Optimization exercise on an open flow, not production practice.
RTL: at most simulated, not proved equivalent.
Function not checked: run 7.
Power: default activity.

===== config.mk =====
export PLATFORM = sky130hd
export DESIGN_NAME = channel_ctrl
export DESIGN_NICKNAME = channel_ctrl
export VERILOG_FILES = /design/flow/design.v
export SDC_FILE = /design/flow/constraint.sdc
export NUM_CORES = 4
export LEC_CHECK = 0
export CAP_MARGIN = 20
export CORE_MARGIN = 2
export CORE_UTILIZATION = 40
export SLEW_MARGIN = 20

===== constraint.sdc =====
create_clock -name core_clock -period 10.0 [get_ports {clk}]
set_input_delay 2.0000 -clock core_clock [delete_from_list [all_inputs] [get_ports {clk}]]
set_output_delay 2.0000 -clock core_clock [all_outputs]
set_load 0.01 [all_outputs]

===== design.v =====
module fifo_latch
    #(parameter W = 46)
    (output logic [W-1:0] data_out,
    output logic loaded,             
    output logic [2:0] fifo_count,   
    output logic fifo_full,
    output logic fifo_half,
    output logic fifo_empty,
    input logic [W-1:0] data_in,
    input logic we,                  
    input logic read_n,
    input logic write_n,             
    input logic clk,
    input logic reset_n);
logic [W-1:0] mem [0:6];
logic [2:0] read_pointer, write_pointer;
logic [3:0] diff;
logic loaded_q, running;
always_comb begin
    diff = {1'b0, write_pointer} - {1'b0, read_pointer};
    fifo_count = diff[3] ? diff[2:0] + 3'd7 : diff[2:0];
    fifo_full = (fifo_count == 3'd6);
    fifo_half = (fifo_count >= 3'd3);
    fifo_empty = (write_pointer == read_pointer);
end
always_ff @(posedge clk or negedge reset_n)
    if (!reset_n)
        read_pointer <= '0;
    else if (!read_n & !fifo_empty)
        read_pointer <= (read_pointer == 3'd6) ? 3'd0 : read_pointer + 1'b1;
always_ff @(posedge clk or negedge reset_n)
    if (!reset_n)
        write_pointer <= '0;
    else if (!write_n & !fifo_full)
        write_pointer <= (write_pointer == 3'd6) ? 3'd0 : write_pointer + 1'b1;
always_ff @(posedge clk)
    if (we)
        mem[write_pointer] <= data_in;
logic [6:0] rsel;
logic rd, hsel;
logic [W-1:0] data_hold;
always_comb begin
    rd = !read_n && running;
    for (int i = 0; i < 7; i++)
        rsel[i] = rd && (read_pointer == 3'(i));
    hsel = read_n && loaded_q;
    data_out = data_hold & {W{hsel}};
    for (int i = 0; i < 7; i++)
        data_out = data_out | (mem[i] & {W{rsel[i]}});
    loaded = loaded_q | rd;
end
always_ff @(posedge clk)
    data_hold <= data_out;
always_ff @(posedge clk or negedge reset_n)
    if (!reset_n)
        running <= 1'b0;
    else
        running <= 1'b1;
always_ff @(posedge clk or negedge reset_n)
    if (!reset_n)
        loaded_q <= 1'b0;
    else if (rd)
        loaded_q <= 1'b1;
endmodule  
module channel_ctrl
    #(parameter integer WIDTH = 64,
    parameter integer MAIN_FIFO_BITS = 12,
    parameter integer LOCAL_FIFO_DEPTH = 8)
    (output logic [WIDTH-2:0] channel_event,
    output logic [9:0] adc_word,
    output logic fifo_empty,
    output logic triggered_natural,
    output logic csa_reset,
    output logic sample,
    output logic clk_out,
    input logic channel_enabled,
    input logic hit,
    input logic [9:0] dout,
    input logic done,
    input logic [7:0] chip_id,
    input logic [5:0] channel_id,
    input logic [7:0] adc_burst,
    input logic [7:0] adc_hold_delay,
    input logic [31:0] timestamp_32b,
    input logic unsigned [7:0] reset_length,
    input logic enable_dynamic_reset,
    input logic cds_mode,
    input logic mark_first_packet,
    input logic read_local_fifo_n,
    input logic external_trigger,
    input logic cross_trigger,
    input logic periodic_trigger,
    input logic periodic_reset,
    input logic enable_min_delta_adc,
    input logic threshold_polarity,
    input logic [9:0] dynamic_reset_threshold,
    input logic [9:0] digital_threshold,
    input logic [7:0] min_delta_adc,
    input logic fifo_full,
    input logic fifo_half,
    input logic enable_local_fifo_diagnostics,
    input logic channel_mask,
    input logic external_trigger_mask,
    input logic cross_trigger_mask,
    input logic periodic_trigger_mask,
    input logic enable_periodic_trigger_veto,
    input logic enable_hit_veto,
    input logic clk,
    input logic reset_n);
localparam logic [3:0] IDLE = 4'h0,
            SAMPLE = 4'h1,
            GET_RESET_SAMPLE = 4'h2,
            RESET_CSA = 4'h3,
            CONVERT = 4'h4,
            SAR_DONE = 4'h5,
            SAVE_RESET_SAMPLE = 4'h6,
            REQUEST_READOUT = 4'h7,
            TRANSFER_RESET_SAMPLE = 4'h8,
            WAIT_STATE = 4'h9,
            TRANSFER_ADC_CODE = 4'ha;
logic [3:0] State, Next;
function automatic less8;
    input [7:0] a;
    input [7:0] b;
    integer i;
    begin
        less8 = 1'b0;
        for (i = 0; i < 8; i = i + 1)
            less8 = (a[i] ^ b[i]) ? b[i] : less8;
    end
endfunction
function automatic less10;
    input [9:0] a;
    input [9:0] b;
    integer i;
    begin
        less10 = 1'b0;
        for (i = 0; i < 10; i = i + 1)
            less10 = (a[i] ^ b[i]) ? b[i] : less10;
    end
endfunction
logic triggered_external, triggered_cross, triggered_periodic, triggered_channel;
logic [1:0] trigger_type, trigger_type_latched;
logic [7:0] sample_counter;
logic [27:0] ts_latched;
logic [7:0] adc_burst_counter, burst_next;
logic burst_lt, burst_zero;
logic [7:0] reset_counter;
logic [8:0] rst_diff;
logic rst_ge0, rst_ge2, rst_more;
logic [9:0] delta_adc;
logic rr_repeat, rr_polarity, delta_small, past_threshold;
logic [9:0] previous_adc_word;
logic first_conversion, periodic_reset_triggered, csa_reset_triggered;
logic csa_reset_flag, last_call, final_conversion, have_reset_sample;
logic write_local_fifo_n;
logic [2:0] local_fifo_count;
logic local_fifo_full, local_fifo_half, loaded;
logic [45:0] q_event, event_in;
logic [8:0] ev_live, ev_held;
logic is_reset_event, we_event;
always_comb clk_out = 1'b0;
always_comb begin
    triggered_natural = hit & ~channel_mask;
    triggered_external = external_trigger & ~external_trigger_mask;
    triggered_cross = cross_trigger & ~cross_trigger_mask;
    triggered_periodic = periodic_trigger & ~periodic_trigger_mask
        & ~(hit & enable_periodic_trigger_veto) & (State == IDLE);
    triggered_channel = triggered_natural | triggered_external
        | triggered_cross | triggered_periodic;
    case ({triggered_natural,triggered_external,
            triggered_cross,triggered_periodic})
        4'b0100: trigger_type = 2'b01;
        4'b0010: trigger_type = 2'b10;
        4'b0001: trigger_type = 2'b11;
        default: trigger_type = 2'b00;
    endcase
end
always_comb begin
    burst_next = adc_burst_counter + 8'd1;
    burst_lt = less8(adc_burst_counter, adc_burst);
    burst_zero = adc_burst_counter == 8'h00;
end
always_comb csa_reset = csa_reset_triggered | csa_reset_flag | periodic_reset_triggered;
always_comb begin
    rst_diff = {1'b0, reset_length} - {1'b0, reset_counter};
    rst_ge0 = ~rst_diff[8];                           
    rst_ge2 = ~rst_diff[8] & (rst_diff[7:1] != 7'd0);  
    rst_more = (reset_length[7:1] != 7'd0)             
        ? (~rst_diff[8] & (rst_diff[7:0] > 8'd2))
        : (reset_counter < {7'h7f, reset_length[0]});
end
always_ff @(posedge clk or negedge reset_n) begin
    if (!reset_n) begin
        csa_reset_flag <= 1'b0;
        reset_counter <= 8'h00;
    end else begin
        if (csa_reset_triggered) begin
            if (rst_ge2)
                csa_reset_flag <= 1'b1;
            reset_counter <= 8'h00;
        end else if (csa_reset_flag) begin
            if (rst_more)
                reset_counter <= reset_counter + 1'b1;
            else begin
                reset_counter <= 8'h00;
                csa_reset_flag <= 1'b0;
            end
        end else
            reset_counter <= 8'h00;
    end
end
always_ff @(posedge clk or negedge reset_n)
    if (!reset_n)
        State <= IDLE;
    else
        State <= Next;
always_comb begin
    case (State)
        IDLE:   if (channel_enabled & triggered_channel) Next = SAMPLE;
                else if (channel_enabled && cds_mode && !have_reset_sample
                        && burst_zero) Next = GET_RESET_SAMPLE;
                else Next = IDLE;
        SAMPLE: if (trigger_type_latched != 2'b00) Next = RESET_CSA;
                else if (less8(sample_counter, adc_hold_delay)) Next = SAMPLE;
                else if (burst_lt) Next = RESET_CSA;
                else if (enable_hit_veto & !hit) Next = IDLE;
                else Next = RESET_CSA;
        GET_RESET_SAMPLE: if (less8(sample_counter, adc_hold_delay)
                            && burst_lt) Next = GET_RESET_SAMPLE;
                else Next = CONVERT;
        RESET_CSA: Next = CONVERT;
        CONVERT: if (done) Next = SAR_DONE;
                else Next = CONVERT;
        SAR_DONE: if (cds_mode && !have_reset_sample && burst_zero)
                    Next = SAVE_RESET_SAMPLE;
                else Next = REQUEST_READOUT;
        SAVE_RESET_SAMPLE: Next = IDLE;
        REQUEST_READOUT: if (!local_fifo_full) begin
                    if (have_reset_sample) Next = TRANSFER_RESET_SAMPLE;
                    else Next = TRANSFER_ADC_CODE;
                end else Next = REQUEST_READOUT;
        TRANSFER_RESET_SAMPLE: Next = WAIT_STATE;
        WAIT_STATE: if (sample_counter[2]) Next = TRANSFER_ADC_CODE;
                else Next = WAIT_STATE;
        TRANSFER_ADC_CODE: if (!burst_lt || final_conversion) Next = IDLE;
                else Next = SAMPLE;
        default: Next = IDLE;
    endcase
end
always_ff @(posedge clk)
    if (Next == REQUEST_READOUT) begin
        rr_repeat <= (State == REQUEST_READOUT);
        rr_polarity <= threshold_polarity;
    end
always_comb begin
    delta_adc = (adc_word + ~previous_adc_word + {9'b0, rr_polarity})
                ^ {10{~rr_polarity}};
    past_threshold = threshold_polarity ? !less10(adc_word, dynamic_reset_threshold)
                                        : !less10(dynamic_reset_threshold, adc_word);
    delta_small = rr_repeat ? (min_delta_adc != 8'h00)
                            : less10(delta_adc, {2'b00, min_delta_adc});
end
always_ff @(posedge clk)
    if (Next == GET_RESET_SAMPLE)
        ts_latched <= timestamp_32b[27:0];
    else if (Next == RESET_CSA)
        ts_latched <= {mark_first_packet ? first_conversion : timestamp_32b[27],
                       timestamp_32b[26:0]};
always_ff @(posedge clk)
    if (Next == REQUEST_READOUT)
        ev_held <= ev_live;
always_ff @(posedge clk or negedge reset_n) begin
    if (!reset_n) begin
        csa_reset_triggered <= 1'b1;
        periodic_reset_triggered <= 1'b0;
        sample <= 1'b1;
        adc_word <= 10'b0;
        sample_counter <= 8'b0;
        adc_burst_counter <= 8'b0;
        trigger_type_latched <= 2'b0;
        write_local_fifo_n <= 1'b1;
        previous_adc_word <= 10'b0;
        first_conversion <= 1'b1;
        final_conversion <= 1'b0;
        last_call <= 1'b0;
        have_reset_sample <= 1'b0;
    end else begin
        csa_reset_triggered <= 1'b0;
        periodic_reset_triggered <= 1'b0;
        sample <= 1'b0;
        write_local_fifo_n <= 1'b1;
        case (Next)
            IDLE: begin
                sample <= 1'b1;
                adc_burst_counter <= 8'b0;
                trigger_type_latched <= 2'b0;
                adc_word <= 10'b0;
                first_conversion <= 1'b1;
                final_conversion <= 1'b0;
                previous_adc_word <= 10'b0;
                last_call <= 1'b0;
                if (periodic_reset)
                    periodic_reset_triggered <= 1'b1;
            end
            SAMPLE: begin
                adc_word <= 10'b0;
                sample_counter <= sample_counter + 1'b1;
                if (!burst_lt)
                    trigger_type_latched <= trigger_type;
                sample <= 1'b1;
                if (last_call)
                    final_conversion <= 1'b1;
            end
            GET_RESET_SAMPLE: begin
                adc_word <= 10'b0;
                sample_counter <= sample_counter + 1'b1;
            end
            RESET_CSA: begin
                if ((rst_ge0
                        && first_conversion && (adc_burst == 8'h00)
                        && !enable_dynamic_reset && !enable_min_delta_adc)
                    || (burst_next == adc_burst)
                    || final_conversion)
                    csa_reset_triggered <= 1'b1;
            end
            CONVERT: begin
                first_conversion <= 1'b0;
                last_call <= 1'b0;
                sample_counter <= 8'b0;
            end
            SAR_DONE: begin
                adc_word <= dout;
                sample <= 1'b1;
            end
            SAVE_RESET_SAMPLE: begin
                have_reset_sample <= 1'b1;
                sample <= 1'b1;
            end
            REQUEST_READOUT: begin
                sample <= 1'b1;
            end
            TRANSFER_RESET_SAMPLE: begin
                write_local_fifo_n <= 1'b0;
                sample <= 1'b1;
            end
            WAIT_STATE: begin
                have_reset_sample <= 1'b0;
                sample_counter <= sample_counter + 1'b1;
                sample <= 1'b1;
            end
            TRANSFER_ADC_CODE: begin
                sample_counter <= 8'b0;
                previous_adc_word <= adc_word;
                adc_burst_counter <= burst_next;
                if (!less10(adc_word, digital_threshold))
                    write_local_fifo_n <= 1'b0;
                sample <= 1'b1;
                if (final_conversion)
                    last_call <= 1'b0;
                else if (enable_dynamic_reset && past_threshold)
                    last_call <= 1'b1;
                else if (enable_min_delta_adc && delta_small)
                    last_call <= 1'b1;
            end
            default: ;
        endcase
    end
end
always_comb begin
    is_reset_event = (Next == SAVE_RESET_SAMPLE);
    we_event = is_reset_event | (State == TRANSFER_ADC_CODE);
    ev_live[3:0] = enable_local_fifo_diagnostics ? {1'b0, local_fifo_count + 3'd1}
                                                 : ts_latched[27:24];
    ev_live[4] = cds_mode;
    ev_live[6:5] = {fifo_full, fifo_half};
    ev_live[8:7] = {local_fifo_full, local_fifo_half};
    event_in[23:0] = ts_latched[23:0];
    if (is_reset_event) begin
        event_in[27:24] = ev_live[3:0];
        event_in[29:28] = 2'b11;
        event_in[43:42] = ev_live[6:5];
        event_in[45:44] = ev_live[8:7];
    end else begin
        event_in[27:24] = ev_held[3:0];
        event_in[29:28] = {ev_held[4], 1'b0};
        event_in[43:42] = ev_held[6:5];
        event_in[45:44] = ev_held[8:7];
    end
    event_in[39:30] = adc_word;
    event_in[41:40] = trigger_type_latched;
end
fifo_latch fifo_inst (
    .data_out   (q_event),
    .loaded     (loaded),
    .fifo_count (local_fifo_count),
    .fifo_full  (local_fifo_full),
    .fifo_half  (local_fifo_half),
    .fifo_empty (fifo_empty),
    .data_in    (event_in),
    .we         (we_event),
    .read_n     (read_local_fifo_n),
    .write_n    (write_local_fifo_n),
    .clk        (clk),
    .reset_n    (reset_n));
always_comb begin
    channel_event[1:0] = {1'b0, loaded};
    channel_event[9:2] = loaded ? chip_id : 8'h00;
    channel_event[15:10] = loaded ? channel_id : 6'h00;
    channel_event[61:16] = q_event;
    channel_event[62] = loaded;
end
endmodule

===== flow/run.sh =====
#!/bin/bash
# Standard layout (the standard.sh), with the port buffers made from the
# smallest buffer cell and a clock tree of smaller buffers.
export BUFFER_PORTS_ARGS="-buffer_cell sky130_fd_sc_hd__buf_1"
export CTS_ARGS="-sink_clustering_enable -repair_clock_nets -dont_use_dummy_load -buf_list {sky130_fd_sc_hd__clkbuf_8 sky130_fd_sc_hd__clkbuf_16} -root_buf sky130_fd_sc_hd__clkbuf_8 -sink_clustering_size 20 -sink_clustering_max_diameter 80"
bash standard.sh > standard.log 2>&1

===== standard.sh =====
#!/bin/bash
# synth_recipe.tcl (not shown) runs the flow's synth.tcl, then flattens the netlist and writes it again
# the make line also repeats each setting of config.mk as NAME=value (left out here)
make -C /OpenROAD-flow-scripts/flow DESIGN_CONFIG=/design/flow/config.mk WORK_HOME=/design/flow/orfs CLKGATE_MAP_FILE= SYNTH_SCRIPT=/design/flow/synth_recipe.tcl "${@:-finish}"

==> results.yml, run 1 <==
status:
  status: "timing/DRC/antenna clean"
yosys:
  synth_top_family_by_area: "compound AO/OA/AOI/OAI gates"
  synthDominantCellAreaShare: 0.565
  synth-seq-area-share: 0.701
  synth_mux_area_frac: 0.00685
  yosys_warnings: 2
  yosysTopAreaCell: "edfxtp_1"
  synthDistinctLibCells: 79
  synth_common_cells: "edfxtp_1 (361), a222oi_1 (93), dfrtp_1 (63)"
  async_flop_share: 0.141
  synth_flop_cell: "edfxtp_1"
  synth_xor_xnor_area_share: 0.0196
  synth_edf_count: 361
  syn_area_mm2: 0.0192
  yosys.area_share.simple: 0.0811
  synthTopCellsByArea: "edfxtp_1 (57%), dfrtp_1 (8.2%), a222oi_1 (4.9%)"
  synth.avg_cell_area_um2: 14.3
  synth_fa_ha_area_frac: 0.0367
  syn_inst: 1340
  ys_ff_latch: 474
  synthMostInstantiatedCell: "edfxtp_1"
  synth-compound-area-share: 0.124
sta:
  setup_viol: 0
  fin_skew_ns: 0.112
  setup_tns_ns: 0
  rsz0062_at_grt: "no"
  min_period_ns: 6.32
  finalHoldViolations: 0
  slew_violations: 0
  post-route-period-util: 0.632
  hold_slack_ns: 0.426
  fmax_mhz: 158
  maxSlewHeadroom: 0.397
  worst_pin_slew_ns: 0.904
die:
  io_pins: 210
  placementRows: 80
  die_y_um: 223
  core_area_mm2: 0.0475
  die-width_um: 223
  start_util: 0.404
  die_area_mm2: 0.0497
clock_network:
  clockBufferDepth: 3
  clock-sinks: 474
  cts_hold_buf: 0
  cts.htree.levels: 1
  cts_resized: 0
  cts_tree: "done"
  root_buffer: "clkbuf_8"
  post_cts_buffers: 0
  path_clk_slew_ns: 0.08
  clk_latency_ns: 0.72
  cts_made_buffers: 28
global_route:
  overflow: 0
  groute.layer.met1.usage: 0.257
  grt_pass1_vias: 12100
  grt_start_max_net_pins: 68
  antenna_found_initial: 2
  track_usage: 0.186
  use_met3: 0.0327
  grt_first_pass_wirelength_mm: 71.6
  busiest_layer: "met2"
  grt_use_met2: 0.311
cells_and_area:
  drive_above_1_share: 0.0710
  fin_cells: 2137
  syn_to_final_growth_pct: 11.0
  final_net_count: 1689
  final_util: 0.448
setup_path:
  path_max_fanout: 27
  cp.required_ns: 10.28
  critical_path.endpoint_type: "flop"
  crit_arrival_ns: 6.59
  critPathKind: "in2reg"
  critPathLaunchType: "primary input"
detailed_routing:
  wire_per_inst_um: 21.8
  vias: 12000
  drtIter0Drc: 1204
  drc: 0
  antenna_left: 0
  dr.pass1.iters: 6
  wl_mm: 46.5
  viasPerCell: 5.64
power_and_ir_drop:
  p_comb_frac: 0.295
  ir_drop_v: 0.000147
  swShare: 0.342
  p_seq_frac: 0.510
  leakage_nw: 7.11
  p_sw_mw: 1.84
  clockPowerShare: 0.195
  p_total_mw: 5.39
  pwr_density_cell_mw_per_mm2: 253
  p_int_mw: 3.55
run:
  drv_cap: 0
hold_path:
  holdCritPathClass: "reg2reg"
placed_design:
  dp_hpwl_mm: 27.8
  dp_cells: 2108
  port_buffers: 203
  place.gp.congestion: 0.858
metrics by stage:
stage	instance area [µm²]	worst slack [ns]
floorplan	19200	2.49
global placement	20600	3.05
detailed placement	20600	3.03
CTS	21300	3.65
global route	21300	3.23
finish	21300	3.68
final timing paths:
| check | to | start | cells past startpoint | slack (ns) |
|---|---|---|---|---|
| max | fifo_inst.mem[4][27]$_DFFE_PP_ | adc_hold_delay[5] | 12 | 3.68 |
| min | fifo_inst.data_hold[30]$_DFF_P_ | fifo_inst.mem[4][30]$_DFFE_PP_ | 2 | 0.43 |
| max reg2reg | fifo_inst.mem[4][27]$_DFFE_PP_ | fifo_inst.read_pointer[1]$_DFFE_PN0P_ | 17 | 3.81 |
| min reg2reg | fifo_inst.data_hold[30]$_DFF_P_ | fifo_inst.mem[4][30]$_DFFE_PP_ | 2 | 0.43 |
| max in group asynchronous | previous_adc_word[1]$_DFFE_PN0P_ | reset_n | 2 | 7.82 |
| min in group asynchronous | fifo_inst.read_pointer[2]$_DFFE_PN0P_ | reset_n | 2 | 1.52 |
cell type report:
class | instances | area [µm²]
multi-input combinational | 727 | 5250
fill | 4243 | 26200
antenna | 1 | 2.50
sequential | 474 | 13400
clock buffer | 28 | 667
inverter | 69 | 259
timing repair buffer | 223 | 913
tap | 615 | 769
state kept, by name, summed over array words and instances, names as in the netlist, 2 cells and up:
register / count
State: 4
adc_burst_counter: 8
adc_word: 10
ev_held: 9
fifo_inst.data_hold: 46
fifo_inst.mem: 322
fifo_inst.read_pointer: 3
fifo_inst.write_pointer: 3
previous_adc_word: 10
reset_counter: 8
sample_counter: 8
trigger_type_latched: 2
ts_latched: 28
critical path: stages:
cell and delay [ns]:
buf_1 0.08, nand2b_1 0.14, maj3_1 0.36, maj3_1 0.37, o21ai_2 0.15, a41oi_1 0.20
a211oi_2 0.78, nand3_1 0.69, nand2_1 0.28, nand2b_1 0.25, nor2_4 0.75, buf_4 0.55
power groups by stage:
stage	sequential, mW	combinational, mW	clock, mW
finish	2.75	1.59	1.05
global route	2.79	1.79	1.15
CTS	2.75	1.61	1.08
detailed placement	2.79	1.61	0
floorplan	2.70	1.14	0
global placement	2.78	1.58	0
layout by cell type, fill, tap and decap left out, types with 25 or more instances in the layout:
cell	n
edfxtp_1	361
buf_1	202
a222oi_1	93
dfrtp_1	63
nand2_1	62
inv_1	60
nand3_1	59
a22oi_1	50
dfxtp_1	46
nor2_1	38
a21oi_1	36
xnor2_1	34
ha_1	31
o21ai_0	28
o21ai_1	25
clkbuf_16	25
kinds of logic (layout without fill, tap and decap cells):
group / after synthesis / in the layout
AOI/OAI and AO/OA: 305 / 305
xor gates and xnor gates: 42 / 42
adders and majority gates: 58 / 58
buffers and inverters: 140 / 320
DFF: 474 / 474
muxes: 12 / 12
other: 2 / 4
and+or+nand+nor: 307 / 307
per-layer routing:
layer | share of wire | wire (µm)
met1 | 0.44 | 20600
met2 | 0.48 | 22300
met3 | 0.062 | 2880
met4 | 0.015 | 709
met5 | 0.00022 | 10
==> inputs of run 2 (changes only) <==
==> flow/run.sh (replaced) <==
#!/bin/bash
# Standard layout (the standard.sh), with the port buffers made from the
# smallest buffer cell and a clock tree of smaller buffers.
export BUFFER_PORTS_ARGS="-buffer_cell sky130_fd_sc_hd__buf_1"
export CTS_ARGS="-sink_clustering_enable -repair_clock_nets -dont_use_dummy_load -buf_list {sky130_fd_sc_hd__clkbuf_8} -root_buf sky130_fd_sc_hd__clkbuf_8 -sink_clustering_size 17 -sink_clustering_max_diameter 75"
bash standard.sh > standard.log 2>&1
==> run 2 against run 1 <==
Clock-buffer cell count grew 6. Critical path depth unchanged. Synthesized cell count unchanged. Combinational power is essentially flat. Global-route usage up 0.15 points. Critical endpoint is now fifo_inst.mem[4][43]$_DFFE_PP_. Highest routed layer unchanged.
==> results.yml, run 2 <==
status:
  status: "timing/DRC/antenna clean"
placed_design:
  place.gp.congestion: 0.858
  port_buffers: 203
  dp_hpwl_mm: 27.8
setup_path:
  slowest_delay_ns: 0.78
  critical_path.endpoint_type: "flop"
  path_max_fanout: 27
  cpLargestDelayFamily: "simple AND/OR/NAND/NOR gates"
  r2r_setup_slack_ns: 3.84
  cp_slowest_cell: "a211oi_2"
  rr_startpoint: "fifo_inst.read_pointer[1]$_DFFE_PN0P_"
  r2r_end: "fifo_inst.mem[4][43]$_DFFE_PP_"
  cp_num_buf_inv: 2
  critPathKind: "in2reg"
  critPathLaunchType: "primary input"
  cp_cell_sequence: "buf_1 -> nand2b_1 -> maj3_1 -> maj3_1 -> o21ai_2 -> a41oi_1 -> a211oi_2 -> nand3_1 -> nand2_1 -> nand2b_1 -> nor2_4 -> buf_4"
  crit_arrival_ns: 6.61
  ff2ff_path_depth: 17
  cp.required_ns: 10.21
hold_path:
  holdPathStages: 2
  holdCritPathClass: "reg2reg"
  worstHoldStart: "fifo_inst.mem[4][25]$_DFFE_PP_"
  holdPathEnd: "fifo_inst.data_hold[25]$_DFF_P_"
sta:
  finalHoldViolations: 0
  setup_viol: 0
  fmax_mhz: 156
  min_period_ns: 6.40
  setup_tns_ns: 0
  post-route-period-util: 0.640
  fin_skew_ns: 0.0821
  slew_violations: 0
  maxSlewHeadroom: 0.398
  worst_pin_slew_ns: 0.903
  rsz0062_at_grt: "no"
yosys:
  synthMostInstantiatedCell: "edfxtp_1"
  synthTopCellsByArea: "edfxtp_1 (57%), dfrtp_1 (8.2%), a222oi_1 (4.9%)"
  synth_top_family_by_area: "compound AO/OA/AOI/OAI gates"
  synth_common_cells: "edfxtp_1 (361), a222oi_1 (93), dfrtp_1 (63)"
  synth_xor_xnor_area_share: 0.0196
  synth.avg_cell_area_um2: 14.3
  synthDistinctLibCells: 79
  syn_area_mm2: 0.0192
  async_flop_share: 0.141
  synth-compound-area-share: 0.124
  synth_mux_area_frac: 0.00685
  synth_flop_cell: "edfxtp_1"
  yosys.area_share.simple: 0.0811
  ys_ff_latch: 474
  yosysTopAreaCell: "edfxtp_1"
  yosys_warnings: 2
  syn_inst: 1340
  synth_fa_ha_area_frac: 0.0367
  synthDominantCellAreaShare: 0.565
  synth_edf_count: 361
  synth-seq-area-share: 0.701
die:
  io_pins: 210
  die_area_mm2: 0.0497
  start_util: 0.404
  core_area_mm2: 0.0475
  die_y_um: 223
  placementRows: 80
  die-width_um: 223
power_and_ir_drop:
  p_total_mw: 5.22
  leakage_nw: 7.03
  ir_drop_v: 0.000109
  pwr_density_cell_mw_per_mm2: 247
detailed_routing:
  wl_mm: 46.4
  viasPerCell: 5.65
  drtIter0Drc: 1249
  wire_per_inst_um: 21.7
  drc: 0
  dr.pass1.iters: 6
  vias: 12100
  antenna_left: 0
cells_and_area:
  most-common-layout-cells: "edfxtp_1 (361), buf_1 (202), a222oi_1 (93), dfrtp_1 (63), nand2_1 (62)"
  final_net_count: 1695
  syn_to_final_growth_pct: 10.0
  top_regs: "fifo_inst.mem: 322 flops, fifo_inst.data_hold: 46 flops, ts_latched: 28 flops"
  final_common_cell: "edfxtp_1"
  largest_reg_flops: 322
  drive_above_1_share: 0.0747
  top_register: "fifo_inst.mem"
clock_network:
  post_cts_buffers: 0
  root_buffer: "clkbuf_8"
  cts_tree: "done"
  clockBufferDepth: 3
  path_clk_slew_ns: 0.11
  clk_latency_ns: 0.62
  cts_resized: 0
  cts.htree.levels: 2
  clock-sinks: 474
  cts_hold_buf: 0
  cts_made_buffers: 34
global_route:
  grt_start_max_net_pins: 68
  track_usage: 0.187
  grt_pass1_vias: 12100
  overflow: 0
  antenna_found_initial: 2
  grt_first_pass_wirelength_mm: 71.6
run:
  drv_cap: 0
[run 2: worst min-delay path, stage by stage (launching register included)]
cell,delay (ns)
edfxtp_1,0.33
a22oi_1,0.06
nand3_1,0.10
[run 2: area by class of cell]
type                       count  area [µm²]
multi-input combinational    727        5250
sequential                   474       13400
antenna                        2        5.00
tap                          615         769
fill                        4265       26400
clock buffer                  34         468
inverter                      69         259
timing repair buffer         223         913
[run 2: cells by family (layout without fill, tap and decap cells)]
logic type / after synthesis / in the layout
compound gates: 305 / 305
xor+xnor: 42 / 42
fa+ha+maj: 58 / 58
buf+inv: 140 / 326
flops: 474 / 474
mux: 12 / 12
other cells: 2 / 5
simple gates: 307 / 307
[run 2: worst max path at each step]
stage / start / to / slack, ns / cells past startpoint
after floorplan: adc_hold_delay[5] / fifo_inst.mem[0][0]$_DFFE_PP_ / 2.49 / 10
after global placement: adc_hold_delay[5] / fifo_inst.mem[4][16]$_DFFE_PP_ / 3.05 / 12
after detailed placement: adc_hold_delay[5] / fifo_inst.mem[4][18]$_DFFE_PP_ / 3.03 / 12
after CTS: read_local_fifo_n / channel_event[44] / 3.65 / 8
after global routing: adc_hold_delay[5] / fifo_inst.mem[4][44]$_DFFE_PP_ / 3.26 / 12
final: adc_hold_delay[5] / fifo_inst.mem[4][43]$_DFFE_PP_ / 3.60 / 12
[run 2: per-stage QoR]
| step | cell area [µm²] | setup slack (ns) | utilization | hold slack (ns) | cells |
|---|---|---|---|---|---|
| after floorplan | 19200 | 2.49 | - | 0.446 | 1341 |
| after global placement | 20600 | 3.05 | 0.434 | 0.463 | 2108 |
| after detailed placement | 20600 | 3.03 | 0.434 | 0.471 | 2108 |
| after CTS | 21100 | 3.65 | 0.444 | 0.490 | 2142 |
| after global routing | 21100 | 3.26 | 0.444 | 0.517 | 2143 |
| final | 21100 | 3.60 | 0.444 | 0.481 | 2144 |
[run 2: routing by layer]
layer  global-route usage  vias up  share of wire
met5                    0        -        0.00022
met4               0.0496        2          0.019
met3               0.0335       57          0.065
met2                0.309      400           0.48
met1                0.256     6065           0.44
li1                     -     5586              -
[run 2: report_power, final]
| group | total [mW] | switching (mW) | internal (mW) |
|---|---|---|---|
| sequential | 2.75 | 0.216 | 2.53 |
| clock | 0.888 | 0.581 | 0.308 |
| combinational | 1.59 | 1.03 | 0.553 |
| total | 5.22 | 1.83 | 3.39 |
==> inputs of run 3 (changes only) <==
==> flow/run.sh (replaced) <==
#!/bin/bash
# Standard layout (the standard.sh), with the port buffers made from the
# smallest buffer cell and a clock tree of smaller buffers.
export BUFFER_PORTS_ARGS="-buffer_cell sky130_fd_sc_hd__buf_1"
export CTS_ARGS="-sink_clustering_enable -repair_clock_nets -dont_use_dummy_load -buf_list {sky130_fd_sc_hd__clkbuf_8} -root_buf sky130_fd_sc_hd__clkbuf_8 -sink_clustering_size 22 -sink_clustering_max_diameter 45"
bash standard.sh > standard.log 2>&1
==> run 3 against run 2 <==
Largest cell class unchanged. Utilization up 0.37 points. Die area unchanged. Global-route usage up 0.093 points. Highest routed layer unchanged. Cell area up 0.84%. Still clean. Critical endpoint is now fifo_inst.mem[4][4]$_DFFE_PP_. Synthesized cell count unchanged.
==> results.yml, run 3 <==
detailed_routing:
  vias: 12100
  wire_per_inst_um: 21.7
  drtIter0Drc: 1156
  wl_mm: 46.7
  viasPerCell: 5.63
  drc: 0
  dr.pass1.iters: 6
  antenna_left: 0
die:
  io_pins: 210
  start_util: 0.404
  die-width_um: 223
  core_area_mm2: 0.0475
  placementRows: 80
  die_area_mm2: 0.0497
  die_y_um: 223
clock_network:
  clockBufferDepth: 3
  post_cts_buffers: 0
  clock-sinks: 474
  cts_resized: 0
  cts_made_buffers: 47
  cts.htree.levels: 2
  cts_hold_buf: 0
  clk_latency_ns: 0.65
  cts_tree: "done"
  root_buffer: "clkbuf_8"
  path_clk_slew_ns: 0.11
yosys:
  synth.avg_cell_area_um2: 14.3
  synth_xor_xnor_area_share: 0.0196
  synth_mux_area_frac: 0.00685
  yosys.area_share.simple: 0.0811
  synth_common_cells: "edfxtp_1 (361), a222oi_1 (93), dfrtp_1 (63)"
  synthTopCellsByArea: "edfxtp_1 (57%), dfrtp_1 (8.2%), a222oi_1 (4.9%)"
  synthDominantCellAreaShare: 0.565
  syn_area_mm2: 0.0192
  synth_top_family_by_area: "compound AO/OA/AOI/OAI gates"
  synthDistinctLibCells: 79
  syn_inst: 1340
  synth_flop_cell: "edfxtp_1"
  yosys_warnings: 2
  synth-seq-area-share: 0.701
  ys_ff_latch: 474
  synth_fa_ha_area_frac: 0.0367
  yosysTopAreaCell: "edfxtp_1"
  synthMostInstantiatedCell: "edfxtp_1"
  synth-compound-area-share: 0.124
  async_flop_share: 0.141
  synth_edf_count: 361
setup_path:
  r2r_setup_slack_ns: 3.89
  slowest_delay_ns: 0.78
  r2r_end: "fifo_inst.mem[4][4]$_DFFE_PP_"
  rr_startpoint: "fifo_inst.read_pointer[1]$_DFFE_PN0P_"
  path_max_fanout: 27
  critPathKind: "in2reg"
  cpLargestDelayFamily: "simple AND/OR/NAND/NOR gates"
  crit_arrival_ns: 6.62
  cp_slowest_cell: "a211oi_2"
  cp_num_buf_inv: 2
  critPathLaunchType: "primary input"
  cp_cell_sequence: "buf_1 -> nand2b_1 -> maj3_1 -> maj3_1 -> o21ai_2 -> a41oi_1 -> a211oi_2 -> nand3_1 -> nand2_1 -> nand2b_1 -> nor2_4 -> buf_4"
  cp.required_ns: 10.26
  ff2ff_path_depth: 17
  critical_path.endpoint_type: "flop"
global_route:
  grt_pass1_vias: 12200
  track_usage: 0.188
  grt_start_max_net_pins: 68
  grt_first_pass_wirelength_mm: 71.9
  overflow: 0
  antenna_found_initial: 2
sta:
  setup_tns_ns: 0
  finalHoldViolations: 0
  fin_skew_ns: 0.0931
  fmax_mhz: 157
  slew_violations: 0
  worst_pin_slew_ns: 0.899
  rsz0062_at_grt: "no"
  maxSlewHeadroom: 0.400
  min_period_ns: 6.36
  post-route-period-util: 0.636
  setup_viol: 0
hold_path:
  holdCritPathClass: "reg2reg"
  holdPathStages: 2
  holdPathEnd: "fifo_inst.data_hold[4]$_DFF_P_"
  worstHoldStart: "fifo_inst.mem[4][4]$_DFFE_PP_"
placed_design:
  dp_hpwl_mm: 27.8
  place.gp.congestion: 0.858
  port_buffers: 203
cells_and_area:
  drive_above_1_share: 0.0825
  syn_to_final_growth_pct: 10.9
  final_common_cell: "edfxtp_1"
  final_util: 0.448
  largest_reg_flops: 322
  most-common-layout-cells: "edfxtp_1 (361), buf_1 (202), a222oi_1 (93), dfrtp_1 (63), nand2_1 (62)"
  top_regs: "fifo_inst.mem: 322 flops, fifo_inst.data_hold: 46 flops, ts_latched: 28 flops"
  top_register: "fifo_inst.mem"
  final_net_count: 1708
run:
  drv_cap: 0
power_and_ir_drop:
  pwr_density_cell_mw_per_mm2: 252
  leakage_nw: 7.12
  ir_drop_v: 0.000114
  p_total_mw: 5.36
status:
  status: "timing/DRC/antenna clean"
-- run 3: worst max path at each step --
stage                            startpoint                              to  slack, ns  cells past startpoint
final                     adc_hold_delay[5]   fifo_inst.mem[4][4]$_DFFE_PP_       3.64                     12
after global routing      adc_hold_delay[5]   fifo_inst.mem[4][4]$_DFFE_PP_       3.31                     12
after CTS                 read_local_fifo_n               channel_event[44]       3.64                      8
after detailed placement  adc_hold_delay[5]  fifo_inst.mem[4][18]$_DFFE_PP_       3.03                     12
after global placement    adc_hold_delay[5]  fifo_inst.mem[4][16]$_DFFE_PP_       3.05                     12
after floorplan           adc_hold_delay[5]   fifo_inst.mem[0][0]$_DFFE_PP_       2.49                     10
-- run 3: layout make-up --
type / instances / area [µm²]
Sequential cell: 474 / 13400
Multi-Input combinational cell: 727 / 5250
Antenna cell: 1 / 2.50
Inverter: 69 / 259
Clock buffer: 47 / 647
Fill cell: 4242 / 26300
Tap cell: 615 / 769
Timing Repair Buffer: 223 / 913
-- run 3: cell families (layout without fill, tap and decap cells) --
| logic type | after synthesis | in the layout |
|---|---|---|
| muxes | 12 | 12 |
| xor gates and xnor gates | 42 | 42 |
| adders and majority gates | 58 | 58 |
| and+or+nand+nor | 307 | 307 |
| other | 2 | 4 |
| DFF | 474 | 474 |
| AOI/OAI and AO/OA | 305 | 305 |
| buffers and inverters | 140 | 339 |
-- run 3: layer usage --
metal  vias to the layer above  track usage  share of wire
met5                         -            0        0.00021
met4                         2       0.0509          0.019
met3                        65       0.0378          0.074
met2                       423        0.310           0.48
met1                      6041        0.254           0.43
li1                       5608            -              -
-- run 3: worst register-to-register path: stages (launching register included) --
cell      delay [ns]
dfrtp_1         0.49
inv_1           0.18
ha_1            0.31
nor2b_1         0.13
o21ai_1         0.19
nor2b_1         0.27
xnor2_1         0.23
inv_1           0.08
ha_1            0.18
nand2_1         0.16
inv_2           0.10
a21o_1          0.17
a211oi_2        0.70
nand3_1         0.72
nand2_1         0.28
nand2b_1        0.25
nor2_4          0.74
buf_4           0.56
-- run 3: where the power goes --
part / leakage, nW / switching [mW] / total, mW / internal [mW]
combinational: 2.23 / 1.04 / 1.59 / 0.554
sequential: 4.55 / 0.216 / 2.75 / 2.53
clock: 0.338 / 0.601 / 1.02 / 0.417
-- run 3: stage by stage --
step	cells	instance area [µm²]	setup slack [ns]	hold WS [ns]
detailed placement	2108	20600	3.03	0.471
floorplan	1341	19200	2.49	0.446
CTS	2155	21300	3.64	0.474
finish	2156	21300	3.64	0.470
global placement	2108	20600	3.05	0.463
global route	2156	21300	3.31	0.500
==> inputs of run 4 (changes only) <==
==> flow/run.sh (replaced) <==
#!/bin/bash
# Standard layout (the standard.sh), with the port buffers made from the
# smallest buffer cell and a clock tree of smaller buffers.
export BUFFER_PORTS_ARGS="-buffer_cell sky130_fd_sc_hd__buf_1"
export CTS_ARGS="-sink_clustering_enable -repair_clock_nets -dont_use_dummy_load -buf_list {sky130_fd_sc_hd__clkbuf_8} -root_buf sky130_fd_sc_hd__clkbuf_8 -sink_clustering_size 20 -sink_clustering_max_diameter 60"
bash standard.sh > standard.log 2>&1
==> run 4 against run 3 <==
Area after synthesis stayed put. Sequential power hardly changed. Clock power is 12% lower. First-iteration DRC count is 5.1% lower. Largest power group unchanged.
==> results.yml, run 4 <==
global_route:
  track_usage: 0.187
  grt_start_max_net_pins: 68
  antenna_found_initial: 2
  grt_pass1_vias: 12100
  grt_first_pass_wirelength_mm: 71.6
  overflow: 0
sta:
  setup_viol: 0
  maxSlewHeadroom: 0.384
  post-route-period-util: 0.641
  finalHoldViolations: 0
  rsz0062_at_grt: "no"
  min_period_ns: 6.41
  fmax_mhz: 156
  worst_pin_slew_ns: 0.922
  fin_skew_ns: 0.115
  layout_setup_ws_ns: 3.59
  setup_tns_ns: 0
  slew_violations: 0
clock_network:
  cts_resized: 0
  clockBufferDepth: 3
  path_clk_slew_ns: 0.11
  post_cts_buffers: 0
  root_buffer: "clkbuf_8"
  cts_tree: "done"
  cts.htree.levels: 2
  clock-sinks: 474
  cts_hold_buf: 0
  cts_made_buffers: 36
  clk_latency_ns: 0.63
detailed_routing:
  wl_mm: 46.5
  drtIter0Drc: 1097
  dr.pass1.iters: 6
  m1WireLength_mm: 20.4
  dr_wl_met3_mm: 3.10
  wire_per_inst_um: 21.7
  antenna_left: 0
  vias: 12100
  drc: 0
  viasPerCell: 5.65
  top_layer_used: "met5"
  met2_length_mm: 22.2
cells_and_area:
  most-common-layout-cells: "edfxtp_1 (361), buf_1 (202), a222oi_1 (93), dfrtp_1 (63), nand2_1 (62)"
  drive_above_1_share: 0.0759
  fin_cells: 2145
  largest_reg_flops: 322
  top_register: "fifo_inst.mem"
  syn_to_final_growth_pct: 10.1
  final_net_count: 1697
  final_util: 0.444
  top_regs: "fifo_inst.mem: 322 flops, fifo_inst.data_hold: 46 flops, ts_latched: 28 flops"
  final_common_cell: "edfxtp_1"
  n_fill_cell: 4270
setup_path:
  ff2ff_path_depth: 17
  critical_path.endpoint_type: "flop"
  path_max_fanout: 27
  crit_arrival_ns: 6.63
  critPathKind: "in2reg"
  rr_startpoint: "fifo_inst.read_pointer[1]$_DFFE_PN0P_"
  r2r_end: "fifo_inst.mem[4][4]$_DFFE_PP_"
  cp.required_ns: 10.22
  r2r_setup_slack_ns: 3.88
  critPathLaunchType: "primary input"
run:
  drv_cap: 0
placed_design:
  dp_cells: 2108
  dp_hpwl_mm: 27.8
  dp_slack_ns: 3.03
  port_buffers: 203
  place.gp.congestion: 0.858
yosys:
  syn_inst: 1340
  synth.avg_cell_area_um2: 14.3
  synthMostInstantiatedCell: "edfxtp_1"
  async_flop_share: 0.141
  yosysTopAreaCell: "edfxtp_1"
  synth_flop_cell: "edfxtp_1"
  synthDistinctLibCells: 79
  synthTopCellsByArea: "edfxtp_1 (57%), dfrtp_1 (8.2%), a222oi_1 (4.9%)"
  yosys_warnings: 2
  ys_ff_latch: 474
  synth_edf_count: 361
  synthDominantCellAreaShare: 0.565
  syn_area_mm2: 0.0192
  synth-seq-area-share: 0.701
  synth_common_cells: "edfxtp_1 (361), a222oi_1 (93), dfrtp_1 (63)"
power_and_ir_drop:
  pwr_density_cell_mw_per_mm2: 248
  leakage_nw: 7.04
  ir_drop_v: 0.000112
die:
  die_area_mm2: 0.0497
  core_area_mm2: 0.0475
  die-width_um: 223
  start_util: 0.404
  die_y_um: 223
  io_pins: 210
  placementRows: 80
hold_path:
  holdCritPathClass: "reg2reg"
  holdPathEnd: "fifo_inst.data_hold[30]$_DFF_P_"
  worstHoldStart: "fifo_inst.mem[4][30]$_DFFE_PP_"
  holdPathStages: 2
status:
  status: "timing/DRC/antenna clean"
run 4: area by class of cell:
cell class                 count  area [µm²]  area share
inverter                      69         259      0.0123
clock buffer                  36         495      0.0234
tap                          615         769      0.0364
multi-input combinational    727        5250       0.248
sequential                   474       13400       0.636
timing repair buffer         223         913      0.0432
antenna                        1        2.50    0.000118
run 4: report_power, final:
part | switching, mW | leakage (nW) | internal (mW)
combinational | 1.04 | 2.23 | 0.554
clock | 0.575 | 0.259 | 0.324
sequential | 0.216 | 4.55 | 2.53
run 4: worst max-delay path by stage:
stage                      start                              to  slack [ns]  cells past startpoint
3_3_place_gp   adc_hold_delay[5]  fifo_inst.mem[4][16]$_DFFE_PP_        3.05                     12
5_1_grt        adc_hold_delay[5]   fifo_inst.mem[4][4]$_DFFE_PP_        3.26                     12
4_1_cts        read_local_fifo_n               channel_event[44]        3.65                      8
6_report       adc_hold_delay[5]   fifo_inst.mem[4][4]$_DFFE_PP_        3.59                     12
2_1_floorplan  adc_hold_delay[5]   fifo_inst.mem[0][0]$_DFFE_PP_        2.49                     10
3_5_place_dp   adc_hold_delay[5]  fifo_inst.mem[4][18]$_DFFE_PP_        3.03                     12
run 4: kinds of logic after synthesis:
| logic type | after synthesis | synth area share |
|---|---|---|
| other | 2 | 0.000391 |
| adder cells (fa/ha/maj) | 58 | 0.0367 |
| AND/OR/NAND/NOR | 307 | 0.0811 |
| AO/OA/AOI/OAI | 305 | 0.124 |
| buffers and inverters | 140 | 0.0310 |
| XOR/XNOR | 42 | 0.0196 |
| flip-flops | 474 | 0.701 |
| multiplexers | 12 | 0.00685 |
run 4: worst max-delay path, cell delays in order:
cell	delay (ns)
buf_1	0.08
nand2b_1	0.14
maj3_1	0.36
maj3_1	0.37
o21ai_2	0.15
a41oi_1	0.20
a211oi_2	0.78
nand3_1	0.73
nand2_1	0.29
nand2b_1	0.24
nor2_4	0.73
buf_4	0.55
run 4: metal layers:
layer	track usage	vias up
li1	-	5584
met1	0.256	6088
met2	0.308	399
met3	0.0331	56
met4	0.0546	2
met5	0	-
run 4: stage by stage:
step	hold WS [ns]	power, mW	cell area (µm²)
final	0.455	5.24	21100
after global routing	0.489	5.58	21100
after CTS	0.454	5.30	21100
after detailed placement	0.471	4.40	20600
after global placement	0.463	4.36	20600
after floorplan	0.446	3.84	19200
==> inputs of run 5 (changes only) <==
==> flow/run.sh (replaced) <==
#!/bin/bash
# Standard layout (the standard.sh), with the port buffers made from the
# smallest buffer cell and a clock tree of smaller buffers.
export BUFFER_PORTS_ARGS="-buffer_cell sky130_fd_sc_hd__buf_1"
export CTS_ARGS="-sink_clustering_enable -repair_clock_nets -dont_use_dummy_load -buf_list {sky130_fd_sc_hd__clkbuf_8} -root_buf sky130_fd_sc_hd__clkbuf_8 -sink_clustering_size 20 -sink_clustering_max_diameter 70"
bash standard.sh > standard.log 2>&1
==> run 5 against run 4 <==
Synthesized cell count unchanged. Still clean. Clock-buffer cell count down 6. Highest routed layer unchanged. Worst hold slack worse by 0.023 ns. First-iteration DRC count up 10%. Utilization down 0.17 points. Combinational power about the same. Power down 1.5%. Critical path type unchanged. Sequential power about the same. Critical endpoint is now fifo_inst.mem[4][43]$_DFFE_PP_. Register-to-register slack worse by 0.09 ns. Non-clock buffer count unchanged. Largest power group unchanged.
==> results.yml, run 5 <==
power_and_ir_drop:
  p_sw_mw: 1.80
  clockPowerShare: 0.159
  ir_drop_v: 0.000109
  pwr_density_cell_mw_per_mm2: 245
  p_seq_frac: 0.532
  leakage_nw: 7.00
  p_int_mw: 3.35
  p_comb_frac: 0.308
  swShare: 0.350
cells_and_area:
  final_common_cell: "edfxtp_1"
  most-common-layout-cells: "edfxtp_1 (361), buf_1 (202), a222oi_1 (93), dfrtp_1 (63), nand2_1 (62)"
  top_regs: "fifo_inst.mem: 322 flops, fifo_inst.data_hold: 46 flops, ts_latched: 28 flops"
  final_net_count: 1691
  largest_reg_flops: 322
  drive_above_1_share: 0.0722
  final_util: 0.443
  top_register: "fifo_inst.mem"
  fin_cells: 2139
  syn_to_final_growth_pct: 9.71
setup_path:
  r2r_setup_slack_ns: 3.79
  critPathKind: "in2reg"
  critPathLaunchType: "primary input"
  critical_path.endpoint_type: "flop"
  ff2ff_path_depth: 17
  rr_startpoint: "fifo_inst.read_pointer[1]$_DFFE_PN0P_"
  r2r_end: "fifo_inst.mem[4][43]$_DFFE_PP_"
  path_max_fanout: 27
  cp.required_ns: 10.22
  crit_arrival_ns: 6.63
sta:
  post-route-period-util: 0.641
  maxSlewHeadroom: 0.391
  worst_pin_slew_ns: 0.911
  slew_violations: 0
  min_period_ns: 6.41
  fmax_mhz: 156
  fin_skew_ns: 0.116
  setup_viol: 0
  rsz0062_at_grt: "no"
  finalHoldViolations: 0
  setup_tns_ns: 0
yosys:
  syn_inst: 1340
  syn_area_mm2: 0.0192
  yosys_warnings: 2
  synthMostInstantiatedCell: "edfxtp_1"
  async_flop_share: 0.141
  synthDominantCellAreaShare: 0.565
  synth-seq-area-share: 0.701
  ys_ff_latch: 474
  synthDistinctLibCells: 79
  yosysTopAreaCell: "edfxtp_1"
  synthTopCellsByArea: "edfxtp_1 (57%), dfrtp_1 (8.2%), a222oi_1 (4.9%)"
  synth_common_cells: "edfxtp_1 (361), a222oi_1 (93), dfrtp_1 (63)"
  synth_flop_cell: "edfxtp_1"
  synth_edf_count: 361
  synth.avg_cell_area_um2: 14.3
placed_design:
  dp_hpwl_mm: 27.8
  port_buffers: 203
  place.gp.congestion: 0.858
  dp_cells: 2108
detailed_routing:
  viasPerCell: 5.64
  vias: 12100
  dr.pass1.iters: 7
  drc: 0
  wire_per_inst_um: 21.6
  drtIter0Drc: 1207
  wl_mm: 46.3
  antenna_left: 0
global_route:
  grt_first_pass_wirelength_mm: 71.4
  overflow: 0
  track_usage: 0.185
  antenna_found_initial: 2
  grt_pass1_vias: 12100
  grt_start_max_net_pins: 68
clock_network:
  root_buffer: "clkbuf_8"
  post_cts_buffers: 0
  clock-sinks: 474
  clk_latency_ns: 0.67
  clockBufferDepth: 3
  cts_hold_buf: 0
  path_clk_slew_ns: 0.10
  cts.htree.levels: 1
  cts_tree: "done"
  cts_resized: 0
  cts_made_buffers: 30
die:
  io_pins: 210
  die_y_um: 223
  start_util: 0.404
  placementRows: 80
  core_area_mm2: 0.0475
  die_area_mm2: 0.0497
  die-width_um: 223
hold_path:
  holdPathStages: 2
  worstHoldStart: "fifo_inst.mem[0][43]$_DFFE_PP_"
  holdPathEnd: "fifo_inst.data_hold[43]$_DFF_P_"
  holdCritPathClass: "reg2reg"
run:
  drv_cap: 0
status:
  status: "timing/DRC/antenna clean"
run 5: logic make-up (layout without fill, tap and decap cells):
group	Yosys count	after routing	share of synthesized area
buffers and inverters	140	322	0.0310
other	2	4	0.000391
xor gates and xnor gates	42	42	0.0196
AOI/OAI and AO/OA	305	305	0.124
and+or+nand+nor	307	307	0.0811
muxes	12	12	0.00685
DFF	474	474	0.701
adders and majority gates	58	58	0.0367
run 5: layer usage:
metal,vias up,global-route usage,wire length (µm)
li1,5574,-,-
met1,6005,0.256,20000
met2,436,0.309,22200
met3,49,0.0296,3180
met4,2,0.0370,862
met5,-,0,11
run 5: how the worst max path moves through the flow:
stage	slack, ns	startpoint	depth (start not counted)	to
after global routing	3.27	fifo_inst.read_pointer[1]$_DFFE_PN0P_	17	fifo_inst.mem[4][43]$_DFFE_PP_
final	3.59	adc_hold_delay[5]	12	fifo_inst.mem[4][43]$_DFFE_PP_
after global placement	3.05	adc_hold_delay[5]	12	fifo_inst.mem[4][16]$_DFFE_PP_
after detailed placement	3.03	adc_hold_delay[5]	12	fifo_inst.mem[4][18]$_DFFE_PP_
after floorplan	2.49	adc_hold_delay[5]	10	fifo_inst.mem[0][0]$_DFFE_PP_
after CTS	3.65	read_local_fifo_n	8	channel_event[44]
run 5: worst max-delay path: stages:
cell	delay [ns]
buf_1	0.08
nand2b_1	0.14
maj3_1	0.36
maj3_1	0.37
o21ai_2	0.14
a41oi_1	0.19
a211oi_2	0.79
nand3_1	0.73
nand2_1	0.28
nand2b_1	0.24
nor2_4	0.74
buf_4	0.56
run 5: layout make-up:
| cell class | count | area [µm²] |
|---|---|---|
| Antenna cell | 1 | 2.50 |
| Clock buffer | 30 | 413 |
| Fill cell | 4281 | 26500 |
| Inverter | 69 | 259 |
| Multi-Input combinational cell | 727 | 5250 |
| Sequential cell | 474 | 13400 |
| Tap cell | 615 | 769 |
| Timing Repair Buffer | 223 | 913 |
run 5: power by group through the flow:
stage / combinational, mW / clock, mW / sequential, mW
floorplan: 1.14 / 0 / 2.70
global placement: 1.58 / 0 / 2.78
detailed placement: 1.61 / 0 / 2.79
CTS: 1.61 / 0.855 / 2.75
global route: 1.79 / 0.919 / 2.79
finish: 1.59 / 0.822 / 2.75
run 5: through the flow:
step	hold slack, ns	worst slack (ns)	total power, mW	instance area, µm²
2_1_floorplan	0.446	2.49	3.84	19200
3_3_place_gp	0.463	3.05	4.36	20600
3_5_place_dp	0.471	3.03	4.40	20600
4_1_cts	0.431	3.65	5.21	21000
5_1_grt	0.459	3.27	5.50	21000
6_report	0.432	3.59	5.16	21000
==> inputs of run 6 (changes only) <==
--- a/design.v
+++ b/design.v
@@ -17,3 +17,2 @@
 logic [3:0] diff;
-logic loaded_q, running;
 always_comb begin
@@ -39,26 +38,19 @@
 logic [6:0] rsel;
-logic rd, hsel;
-logic [W-1:0] data_hold;
+logic [W-1:0] data_next;
 always_comb begin
-    rd = !read_n && running;
     for (int i = 0; i < 7; i++)
-        rsel[i] = rd && (read_pointer == 3'(i));
-    hsel = read_n && loaded_q;
-    data_out = data_hold & {W{hsel}};
+        rsel[i] = !read_n && (read_pointer == 3'(i));
+    data_next = read_n ? data_out : '0;
     for (int i = 0; i < 7; i++)
-        data_out = data_out | (mem[i] & {W{rsel[i]}});
-    loaded = loaded_q | rd;
+        data_next = data_next | (mem[i] & {W{rsel[i]}});
 end
-always_ff @(posedge clk)
-    data_hold <= data_out;
-always_ff @(posedge clk or negedge reset_n)
-    if (!reset_n)
-        running <= 1'b0;
-    else
-        running <= 1'b1;
-always_ff @(posedge clk or negedge reset_n)
-    if (!reset_n)
-        loaded_q <= 1'b0;
-    else if (rd)
-        loaded_q <= 1'b1;
+always_ff @(negedge clk or negedge reset_n)
+    if (!reset_n) begin
+        data_out <= '0;
+        loaded <= 1'b0;
+    end else begin
+        data_out <= data_next;
+        if (!read_n)
+            loaded <= 1'b1;
+    end
 endmodule  
==> run 6 against run 5 <==
Still clean. Non-clock buffer count up 8. Utilization up 0.65 points. Synthesized cell count up 0.97%. Final cell count up 1.3%.
==> results.yml, run 6 <==
status:
  status: "timing/DRC/antenna clean"
setup_path:
  crit_arrival_ns: 6.49
  r2r_end: "fifo_inst.data_out[36]$_DFF_NN0_"
  critPathKind: "reg2out"
  path_max_fanout: 17
  rr_startpoint: "fifo_inst.read_pointer[0]$_DFFE_PN0P_"
  cp.required_ns: 8.00
  critPathLaunchType: "flop"
  ff2ff_path_depth: 7
  r2r_setup_slack_ns: 2.66
  critical_path.endpoint_type: "output pin"
detailed_routing:
  vias: 12100
  dr.pass1.iters: 7
  drtIter0Drc: 908
  drc: 0
  wl_mm: 48.1
  antenna_left: 0
  viasPerCell: 5.59
  wire_per_inst_um: 22.2
yosys:
  synthMostInstantiatedCell: "edfxtp_1"
  synth-seq-area-share: 0.701
  ys_ff_latch: 473
  synth_edf_count: 361
  yosys_warnings: 2
  synth_flop_cell: "edfxtp_1"
  syn_area_mm2: 0.0195
  synthDominantCellAreaShare: 0.557
  yosysTopAreaCell: "edfxtp_1"
  async_flop_share: 0.237
  synth.avg_cell_area_um2: 14.4
  synthDistinctLibCells: 77
  syn_inst: 1353
  synth_common_cells: "edfxtp_1 (361), a22oi_1 (96), nand2_1 (90)"
  synthTopCellsByArea: "edfxtp_1 (56%), dfrtp_1 (7.8%), dfrtn_1 (6.0%)"
cells_and_area:
  top_register: "fifo_inst.mem"
  drive_above_1_share: 0.0780
  fin_area_mm2: 0.0215
  n_fill_cell: 4321
  largest_reg_flops: 322
  syn_to_final_growth_pct: 10.4
  top_regs: "fifo_inst.mem: 322 flops, fifo_inst.data_out: 46 flops, ts_latched: 28 flops"
  final_common_cell: "edfxtp_1"
  final_net_count: 1719
  antennaDiodeCount: 0
  fin_cells: 2166
  most-common-layout-cells: "edfxtp_1 (361), buf_1 (201), a22oi_1 (96), nand2_1 (90), inv_1 (68)"
placed_design:
  dp_hpwl_mm: 29.4
  port_buffers: 203
  placed_cell_area_mm2: 0.0210
  place.gp.congestion: 0.833
  dp_cells: 2130
clock_network:
  cts_resized: 0
  root_buffer: "clkbuf_8"
  clk_latency_ns: 0.63
  path_clk_slew_ns: 0.05
  cts.htree.levels: 2
  clock-sinks: 473
  clockBufferDepth: 3
  cts_tree: "done"
  cts_hold_buf: 0
  post_cts_buffers: 0
  cts_made_buffers: 36
global_route:
  grt_start_max_net_pins: 56
  track_usage: 0.191
  grt_pass1_vias: 12200
  grt_first_pass_wirelength_mm: 72.9
  antenna_found_initial: 0
  overflow: 0
hold_path:
  holdCritPathClass: "reg2reg"
  worstHoldStart: "previous_adc_word[7]$_DFFE_PN0P_"
  holdPathStages: 2
  holdPathEnd: "previous_adc_word[7]$_DFFE_PN0P_"
sta:
  setup_viol: 0
  maxSlewHeadroom: 0.351
  setup_tns_ns: 0
  fin_skew_ns: 0.106
  worst_pin_slew_ns: 0.974
  finalHoldViolations: 0
  slew_violations: 0
  rsz0062_at_grt: "no"
die:
  start_util: 0.407
  die-width_um: 225
  placementRows: 80
  io_pins: 210
  core_area_mm2: 0.0478
  die_y_um: 225
  die_area_mm2: 0.0504
power_and_ir_drop:
  ir_drop_v: 0.000128
  pwr_density_cell_mw_per_mm2: 259
  leakage_nw: 7.17
  p_total_mw: 5.56
run:
  drv_cap: 0
==> run 6: cell types whose count changed after synthesis, moves of 27 or more <==
cell / delta
a222oi_1: -64
dfrtn_1: +47
nand2_1: +28
dfxtp_1: -46
a22oi_1: +46
nand3_1: -27
==> run 6: worst max path at each step <==
stage | from | end | slack [ns] | cells past startpoint
after detailed placement | read_local_fifo_n | fifo_inst.data_out[0]$_DFF_NN0_ | 1.09 | 6
after floorplan | read_local_fifo_n | fifo_inst.data_out[11]$_DFF_NN0_ | 1.57 | 5
final | fifo_inst.loaded$_DFFE_NN0N_ | channel_event[11] | 1.51 | 2
after CTS | fifo_inst.loaded$_DFFE_NN0N_ | channel_event[11] | 1.45 | 2
after global placement | read_local_fifo_n | fifo_inst.data_out[31]$_DFF_NN0_ | 1.13 | 6
after global routing | fifo_inst.loaded$_DFFE_NN0N_ | channel_event[14] | 1.40 | 2
==> run 6: critical path, stage by stage (launching register included) <==
cell     delay [ns]
dfrtn_1        0.62
and2_1         0.19
buf_1          0.16
==> run 6: kinds of logic (layout without fill, tap and decap cells) <==
| kind of cell | Yosys count | count (layout) | share of synthesized area |
|---|---|---|---|
| and+or+nand+nor | 314 | 314 | 0.0840 |
| muxes | 11 | 11 | 0.00636 |
| adders and majority gates | 52 | 52 | 0.0330 |
| buffers and inverters | 140 | 337 | 0.0312 |
| other | 1 | 2 | 0.000193 |
| AOI/OAI and AO/OA | 319 | 319 | 0.125 |
| DFF | 473 | 473 | 0.701 |
| xor gates and xnor gates | 43 | 43 | 0.0193 |
==> run 6: power by group <==
group / switching (mW) / leakage, nW / internal (mW)
clock network: 0.587 / 0.259 / 0.325
registers: 0.275 / 4.71 / 2.57
logic: 1.15 / 2.20 / 0.662
total: 2.01 / 7.17 / 3.56
==> run 6: final cells by class <==
cell class,instances,area (µm²),share of cell area
Clock buffer,36,495,0.0231
Inverter,70,263,0.0122
Multi-Input combinational cell,741,5300,0.247
Sequential cell,473,13600,0.635
Tap cell,615,769,0.0358
Timing Repair Buffer,231,1010,0.0470
==> run 6: layer usage <==
layer / part of all wire / vias up / track usage
met5: 0 / - / 0
met4: 0.020 / 0 / 0.0517
met3: 0.056 / 65 / 0.0269
met2: 0.48 / 357 / 0.321
met1: 0.44 / 6110 / 0.260
li1: - / 5586 / -
==> run 6: stage by stage <==
step                      utilization  setup slack, ns  hold WS (ns)
after floorplan                     -             1.57         0.450
after global placement          0.438             1.13         0.464
after detailed placement        0.439             1.09         0.475
after CTS                       0.449             1.45         0.486
after global routing            0.449             1.40         0.532
final                           0.449             1.51         0.478
==> inputs of run 7 (changes only) <==
--- a/design.v
+++ b/design.v
@@ -151,3 +151,3 @@
 logic [45:0] q_event, event_in;
-logic [8:0] ev_live, ev_held;
+logic [6:0] ev_live, ev_held, ev_sel;
 logic is_reset_event, we_event;
@@ -364,19 +364,10 @@
     we_event = is_reset_event | (State == TRANSFER_ADC_CODE);
-    ev_live[3:0] = enable_local_fifo_diagnostics ? {1'b0, local_fifo_count + 3'd1}
-                                                 : ts_latched[27:24];
-    ev_live[4] = cds_mode;
-    ev_live[6:5] = {fifo_full, fifo_half};
-    ev_live[8:7] = {local_fifo_full, local_fifo_half};
+    ev_live = {local_fifo_count, enable_local_fifo_diagnostics, cds_mode,
+               fifo_full, fifo_half};
+    ev_sel = is_reset_event ? ev_live : ev_held;
     event_in[23:0] = ts_latched[23:0];
-    if (is_reset_event) begin
-        event_in[27:24] = ev_live[3:0];
-        event_in[29:28] = 2'b11;
-        event_in[43:42] = ev_live[6:5];
-        event_in[45:44] = ev_live[8:7];
-    end else begin
-        event_in[27:24] = ev_held[3:0];
-        event_in[29:28] = {ev_held[4], 1'b0};
-        event_in[43:42] = ev_held[6:5];
-        event_in[45:44] = ev_held[8:7];
-    end
+    event_in[27:24] = ev_sel[3] ? {1'b0, ev_sel[6:4] + 3'd1} : ts_latched[27:24];
+    event_in[29:28] = {is_reset_event | ev_sel[2], is_reset_event};
+    event_in[43:42] = ev_sel[1:0];
+    event_in[45:44] = {ev_sel[6:4] == 3'd6, ev_sel[6:4] >= 3'd3};
     event_in[39:30] = adc_word;
==> flow/run.sh (replaced) <==
#!/bin/bash
# Standard layout (the standard.sh), with the port buffers made from the
# smallest buffer cell and a clock tree of smaller buffers.
export BUFFER_PORTS_ARGS="-buffer_cell sky130_fd_sc_hd__buf_1"
export CTS_ARGS="-sink_clustering_enable -repair_clock_nets -dont_use_dummy_load -buf_list {sky130_fd_sc_hd__clkbuf_8} -root_buf sky130_fd_sc_hd__clkbuf_8 -sink_clustering_size 20 -sink_clustering_max_diameter 50"
bash standard.sh > standard.log 2>&1
==> run 7 against run 6 <==
Sequential share of layout area fell by 1.7 points. Global-route usage rose by 0.26 points. Register-to-register slack got worse by 0.23 ns. Clock-buffer cell count rose by 6. Largest power group unchanged. Sequential power fell by 5%. Critical path type unchanged. Setup slack improved by 0.023 ns.
==> results.yml, run 7 <==
power_and_ir_drop:
  ir_drop_v: 0.000102
  leakage_nw: 7.41
  pwr_density_cell_mw_per_mm2: 242
die:
  start_util: 0.405
  die_area_mm2: 0.0513
  die-width_um: 226
  core_area_mm2: 0.0488
  die_y_um: 226
  io_pins: 210
  placementRows: 81
yosys:
  synth_xor_xnor_area_share: 0.0197
  synth_top_family_by_area: "compound AO/OA/AOI/OAI gates"
  synthMostInstantiatedCell: "edfxtp_1"
  synth_mux_area_frac: 0.00601
  ys_ff_latch: 471
  async_flop_share: 0.238
  syn_area_mm2: 0.0198
  synth_flop_cell: "edfxtp_1"
  yosys.area_share.simple: 0.0975
  synth-compound-area-share: 0.128
  synthDistinctLibCells: 81
  synth_common_cells: "edfxtp_1 (359), nand2_1 (152), a22oi_1 (93)"
  synth_edf_count: 359
  synth-seq-area-share: 0.687
  yosys_warnings: 2
  synth.avg_cell_area_um2: 13.4
  synthDominantCellAreaShare: 0.545
  synth_fa_ha_area_frac: 0.0312
  yosysTopAreaCell: "edfxtp_1"
  syn_inst: 1480
  synthTopCellsByArea: "edfxtp_1 (54%), dfrtp_1 (7.7%), dfrtn_1 (5.9%)"
cells_and_area:
  final_common_cell: "edfxtp_1"
  fin_cells: 2346
  drive_above_1_share: 0.0713
  ff_latch_area_mm2: 0.0136
  antennaDiodeCount: 0
  top_regs: "fifo_inst.mem: 322 flops, fifo_inst.data_out: 46 flops, ts_latched: 28 flops"
  syn_to_final_growth_pct: 11.0
  top_register: "fifo_inst.mem"
  multiInputGateArea_mm2: 0.00569
  final_net_count: 1850
  largest_reg_flops: 322
  most-common-layout-cells: "edfxtp_1 (359), buf_1 (201), nand2_1 (152), a22oi_1 (93), o21ai_0 (77)"
  final_util: 0.450
  n_fill_cell: 4459
status:
  status: "timing/DRC/antenna clean"
clock_network:
  clock-sinks: 471
  post_cts_buffers: 0
  clockBufferDepth: 3
  clk_latency_ns: 0.64
  cts_made_buffers: 42
  path_clk_slew_ns: 0.07
  cts_resized: 0
  cts_hold_buf: 0
  cts_tree: "done"
  root_buffer: "clkbuf_8"
  cts.htree.levels: 2
global_route:
  antenna_found_initial: 3
  grt_pass1_vias: 12500
  overflow: 0
  track_usage: 0.193
  grt_first_pass_wirelength_mm: 74.6
  grt_start_max_net_pins: 60
detailed_routing:
  wire_per_inst_um: 21.2
  wl_mm: 49.7
  antenna_left: 0
  dr.pass1.iters: 5
  viasPerCell: 5.43
  vias: 12700
  drtIter0Drc: 906
  drc: 0
placed_design:
  place.gp.congestion: 0.850
  dp_cells: 2304
  dp_hpwl_mm: 30.8
  port_buffers: 203
sta:
  fin_skew_ns: 0.0852
  rsz0062_at_grt: "no"
  maxSlewHeadroom: 0.315
  worst_pin_slew_ns: 1.03
  setup_viol: 0
  finalHoldViolations: 0
  slew_violations: 0
  setup_tns_ns: 0
setup_path:
  slowest_delay_ns: 0.60
  critPathKind: "reg2out"
  cp_cell_sequence: "and2_1 -> buf_1"
  cp.required_ns: 8.00
  path_max_fanout: 17
  critPathLaunchType: "flop"
  crit_arrival_ns: 6.47
  cp_slowest_cell: "dfrtn_1"
  critical_path.endpoint_type: "output pin"
hold_path:
  holdCritPathClass: "reg2reg"
run:
  drv_cap: 0
==> run 7: cell types whose count changed after synthesis, sizes merged, moves of 7 or more <==
cell / before / now
nand2: 90 / 152
a221oi: 24 / 51
o21ai: 54 / 97
o31ai: 8 / 1
a21o: 2 / 10
nand4: 31 / 7
nor3: 22 / 36
nand3: 32 / 64
a222oi: 29 / 0
a22o: 32 / 12
==> run 7: path summary, 6_finish.rpt <==
check / startpoint / to / depth (start not counted) / slack (ns)
max reg2reg: fifo_inst.read_pointer[1]$_DFFE_PN0P_ / fifo_inst.data_out[20]$_DFF_NN0_ / 6 / 2.43
max in group asynchronous: reset_n / fifo_inst.data_out[39]$_DFF_NN0_ / 1 / 2.79
min in group asynchronous: reset_n / fifo_inst.read_pointer[1]$_DFFE_PN0P_ / 1 / 1.60
min reg2reg: previous_adc_word[7]$_DFFE_PN0P_ / previous_adc_word[7]$_DFFE_PN0P_ / 2 / 0.49
min: previous_adc_word[7]$_DFFE_PN0P_ / previous_adc_word[7]$_DFFE_PN0P_ / 2 / 0.49
max: fifo_inst.loaded$_DFFE_NN0N_ / channel_event[8] / 2 / 1.53
==> run 7: kinds of logic after synthesis <==
kind of cell,Yosys count
other,1
buffers and inverters,147
AOI/OAI and AO/OA,362
xor gates and xnor gates,43
muxes,11
adders and majority gates,50
DFF,471
and+or+nand+nor,395
==> run 7: metal layers <==
layer	vias to the layer above	global-route usage	routed length, µm
met2	385	0.318	23700
met1	6309	0.265	22000
met5	-	0	37
met4	6	0.0537	1030
li1	5961	-	-
met3	73	0.0333	2980
==> run 7: critical path, delay by kind of cell (launching register included) <==
family / cells / cell delay [ns]
and+or+nand+nor: 1 / 0.18
buffers and inverters: 1 / 0.16
DFF: 1 / 0.60
==> run 7: per-stage QoR <==
stage          hold WS (ns)  total power [mW]  setup slack [ns]  area (µm²)
2_1_floorplan         0.456              3.79              1.56       19800
3_3_place_gp          0.468              4.36              1.07       21400
3_5_place_dp          0.475              4.40              1.09       21400
4_1_cts               0.490              5.36              1.49       22000
5_1_grt               0.520              5.62              1.42       22000
6_report              0.487              5.31              1.53       22000
==> run 7: area by class of cell <==
cell class | instances | area share
flip-flops and latches | 471 | 0.619
multi-input cells | 863 | 0.259
repair buffers | 235 | 0.0460
well taps | 664 | 0.0378
clock buffers | 42 | 0.0263
inverters | 71 | 0.0121
==> run 7: power by group <==
part | switching (mW) | internal (mW) | total, mW
Clock | 0.584 | 0.376 | 0.960
Sequential | 0.231 | 2.48 | 2.71
Combinational | 1.06 | 0.577 | 1.64
Total | 1.87 | 3.43 | 5.31
